Context: an optimization exercise on an open-source flow, tuned for small area. The choices shown serve that exercise and are no tape-out recipe.
The RTL was checked by simulation tests, not by an equivalence proof against the original design.
No activity file was given, so power comes from the tool's default toggle rates.

== blue ==
## multiple
module multiple(
 input iClk,
 input iReset_n,
 input iChipSelect_n,
 input iWrite_n,
 input iRead_n,
 input [3:0] iAddress,
 input [31:0] iData,
 output reg [31:0] oData
 );
==> flow/config.mk <==
export PLATFORM = sky130hd
export DESIGN_NAME = multiple
export DESIGN_NICKNAME = multiple
export VERILOG_FILES = /design/flow/design.v
export SDC_FILE = /design/flow/constraint.sdc
export NUM_CORES = 4
export LEC_CHECK = 0
export CAP_MARGIN = 20
export CORE_MARGIN = 2
export CORE_UTILIZATION = 40
export CTS_BUF_LIST = sky130_fd_sc_hd__clkbuf_8
export CTS_CLUSTER_SIZE = 30
export GPL_TIMING_DRIVEN = 0
export SLEW_MARGIN = 20
export SYNTH_HIERARCHICAL = 1
==> flow/constraint.sdc <==
create_clock -name core_clock -period 9.0 [get_ports {iClk}]
set_input_delay 1.8000 -clock core_clock [delete_from_list [all_inputs] [get_ports {iClk}]]
set_output_delay 1.8000 -clock core_clock [all_outputs]
set_load 0.01 [all_outputs]
run.sh (not shown) runs the stock make flow with config.mk's settings and CLKGATE_MAP_FILE= SYNTH_SCRIPT=/design/flow/synth_recipe.tcl, a recipe that flattens the netlist after the stock synthesis.
In summary, blue completed successfully, with a layout that passed the timing, design-rule and antenna checks.
For orange, these inputs were changed with respect to blue:
Settings: clearing CTS_CLUSTER_SIZE, which used to be 30; swapping sky130_fd_sc_hd__clkbuf_8 for sky130_fd_sc_hd__clkbuf_4 in CTS_BUF_LIST.
Findings:
Summary — count of clock-buffer cells in the layout, orange relative to blue: higher, by 40.
Final design area excluding fillers essentially unchanged between blue and orange.
NOTE: setup slack in orange falls short of that of blue
Looking at final critical-path required period across both flows, orange is the weaker of the two, with blue ahead.
Relative to blue, orange degrades via count.
Wire length on met2 ended up 270 um higher on orange than on blue.
On fraction of standard cell area that is sequential, orange and blue are basically level.
orange vs blue — worst vdd rail ir drop dropped by a few percent
Of the two values seen for critical path endpoint, r[24] was produced by blue and r[29] by orange.
blue and orange ended up with roughly the same power.
Multi-input combinational area share: blue vs orange, no meaningful difference

Setup of sierra:
Another version of the RTL of multiple (not shown whole).
Size in the first run: about 300 flip-flops, ~73 I/O pins.
==> flow/config.mk <==
export PLATFORM = sky130hd
export DESIGN_NAME = multiple
export DESIGN_NICKNAME = multiple
export VERILOG_FILES = /design/flow/design.v
export SDC_FILE = /design/flow/constraint.sdc
export NUM_CORES = 4
export LEC_CHECK = 0
export CAP_MARGIN = 20
export CORE_MARGIN = 2
export CORE_UTILIZATION = 40
export CTS_CLUSTER_DIAMETER = 150
export CTS_CLUSTER_SIZE = 30
export SLEW_MARGIN = 20
export SYNTH_HIERARCHICAL = 1
==> flow/constraint.sdc <==
create_clock -name core_clock -period 9.0 [get_ports {iClk}]
set_input_delay 1.8000 -clock core_clock [delete_from_list [all_inputs] [get_ports {iClk}]]
set_output_delay 1.8000 -clock core_clock [all_outputs]
set_load 0.01 [all_outputs]
standard.sh (not shown) runs the stock make flow with config.mk's settings and CLKGATE_MAP_FILE= SYNTH_SCRIPT=/design/flow/synth_recipe.tcl, a recipe that flattens the netlist after the stock synthesis.
==> flow/flow/run.sh <==
#!/bin/bash
# The standard layout, with the input and output port buffers made of the
# smallest buffer cell (every port still gets its own buffer).
set -euo pipefail
export BUFFER_PORTS_ARGS="-buffer_cell sky130_fd_sc_hd__buf_1"
bash standard.sh > standard_flow.log 2>&1
Modified inputs, fjord compared to sierra
Settings: PLACE_DENSITY: unset -> 0.85.
==> comparison <==
Delta (fjord minus sierra): count of plain and timing-repair buffers in the layout -5, clock period minus worst slack rose 0.28 ns, sequential share of layout area level.
A standard cell with the maximum stage delay on the critical path of sky130_fd_sc_hd__fa_1 is what fjord shows, while sky130_fd_sc_hd__dfstp_2 belongs to sierra.
Edits applied to the flow inputs when going from fjord to onyx:
Settings: swapping 0.85 for 0.7 in PLACE_DENSITY.
- Wire length of the first global-routing pass across fjord and onyx: no real change.
- Diff fjord -> onyx: final estimated routing congestion in global placement down 4.7%; met1 layer wirelength in the final routing up 7.6%; share of cells above drive strength 1 flat.
- onyx ended up with sky130_fd_sc_hd__dfstp_2 as its cell at the slowest stage of the critical path; fjord ended up with sky130_fd_sc_hd__fa_1.

multiple, a different RTL version from the one above (not shown whole).
Size in the first run: about 300 flip-flops, about 0.019 mm2 of cells after synthesis.
Settings: LEC_CHECK=0, CAP_MARGIN=20, CORE_MARGIN=2, CORE_UTILIZATION=40, CTS_CLUSTER_DIAMETER=100, CTS_CLUSTER_SIZE=20, SLEW_MARGIN=20, SYNTH_HIERARCHICAL=1; clock period 9.0 ns.
run.sh (not shown) runs the stock make flow with config.mk's settings and CLKGATE_MAP_FILE= SYNTH_SCRIPT=/design/flow/synth_recipe.tcl, a recipe that flattens the netlist after the stock synthesis.
Stock flow here: none of the scripts above is used.
Edit:
- CORE_UTILIZATION: 40 -> 60
- CTS_CLUSTER_DIAMETER: 100 -> 120
- CTS_CLUSTER_SIZE: 20 -> 26
- PLACE_DENSITY: default -> 0.72
=> The new run passed the timing, design-rule and antenna checks. Core utilization rises by 21 points. Non-clock buffer count went down by 2. Clock-buffer cell count went down by 7. Wire length came out lower by 4.2%. Cell area came out lower by 1.6%. Clock skew went down by 0.0036 ns. Synthesized cell count stays the same. Die area falls by 33%. Setup slack loses 0.11 ns.

Setup of the reference run:
multiple again, from the RTL that the note above started with.
==> flow/config.mk <==
export PLATFORM = sky130hd
export DESIGN_NAME = multiple
export DESIGN_NICKNAME = multiple
export VERILOG_FILES = /design/flow/design.v
export SDC_FILE = /design/flow/constraint.sdc
export NUM_CORES = 4
export LEC_CHECK = 0
export CAP_MARGIN = 20
export CORE_MARGIN = 2
export CORE_UTILIZATION = 40
export SLEW_MARGIN = 20
export SYNTH_HIERARCHICAL = 1
==> flow/constraint.sdc <==
create_clock -name core_clock -period 9.0 [get_ports {iClk}]
set_input_delay 1.8000 -clock core_clock [delete_from_list [all_inputs] [get_ports {iClk}]]
set_output_delay 1.8000 -clock core_clock [all_outputs]
set_load 0.01 [all_outputs]
The inputs of the trial run differ from those of the reference run as listed below.
# the reference run
export LEC_CHECK = 0
export CAP_MARGIN = 20
export CORE_MARGIN = 2
export CORE_UTILIZATION = 40
export SLEW_MARGIN = 20
export SYNTH_HIERARCHICAL = 1
create_clock -name core_clock -period 9.0 [get_ports {iClk}]
# the trial run
export LEC_CHECK = 0
export CAP_MARGIN = 20
export CORE_MARGIN = 2
export CORE_UTILIZATION = 40
export CTS_CLUSTER_DIAMETER = 120
export CTS_CLUSTER_SIZE = 26
export GPL_TIMING_DRIVEN = 0
export SLEW_MARGIN = 20
export SYNTH_HIERARCHICAL = 1
create_clock -name core_clock -period 9.0 [get_ports {iClk}]
Notes after the runs:
Via count (lower): the reference run. Measured against the reference run, the sum of met3 wire segment lengths after detailed routing of the trial run comes out at 0.861 times the reference value. Utilization of the core after routing: higher on the trial run. The trial run ended with every stage complete and zero timing, DRC or antenna violations. On share of the clock period used by the worst path, the higher figure sits with the trial run, not the reference run. Re clock slew seen by the registers of the worst setup and hold paths: the trial run is 0.04 ns up on the reference run. Side by side, critical path depth turned out lower in the trial run than in the reference run. Min count of clock buffers in the final design across the reference run and the trial run: the trial run. The final area of the trial run exceeds that of the reference run by 0.90%. Worst path buffer plus inverter count in the trial run is 3 above the reference run. On the trial run: least setup slack across all paths after layout is 0.49 ns lower than what the reference run gave. Sequential logic power: the reference run vs the trial run — no meaningful difference.

port drivers added, routing unchanged:
How much do the figures lean on ideal ports? The routed layouts below were timed once more, with nothing changed but the port constraints.
Step 1, drivers: a clkbuf_16 drives iClk and a buf_2 each remaining input, both assumed.
Step 2 also shifts input and output timing later by t, the mid clock arrival at the registers, as if the neighbouring blocks saw the same clock.
a / b / c = ideal ports / drivers / drivers and shift; a / b = the first two.
run | shift t [ns] | setup slack, ns | hold slack, ns | worst setup path at the end
blue | 0.559 | 0.263 / 0.263 / 0.263 | 0.516 / 0.516 / 0.516 | register to register
orange | 0.682 | 0.243 / 0.243 / 0.243 | 0.515 / 0.515 / 0.515 | register to register
sierra | 0.545 | 0.814 / 0.814 / 0.814 | 0.444 / 0.444 / 0.444 | register to register
fjord | 0.538 | 0.529 / 0.529 / 0.529 | 0.433 / 0.433 / 0.433 | register to register
onyx | 0.530 | 0.694 / 0.694 / 0.694 | 0.439 / 0.439 / 0.439 | register to register
the first run of note 3 | 0.555 | 1.057 / 1.057 / 1.057 | 0.425 / 0.425 / 0.425 | register to register
the second run of note 3 | 0.538 | 0.951 / 0.951 / 0.951 | 0.438 / 0.438 / 0.438 | register to register
the reference run | 0.595 | 1.036 / 1.036 / 1.036 | 0.419 / 0.419 / 0.419 | register to register
the trial run | 0.544 | 0.544 / 0.544 / 0.544 | 0.436 / 0.436 / 0.436 | register to register
After both steps setup and hold are still met in every run listed.
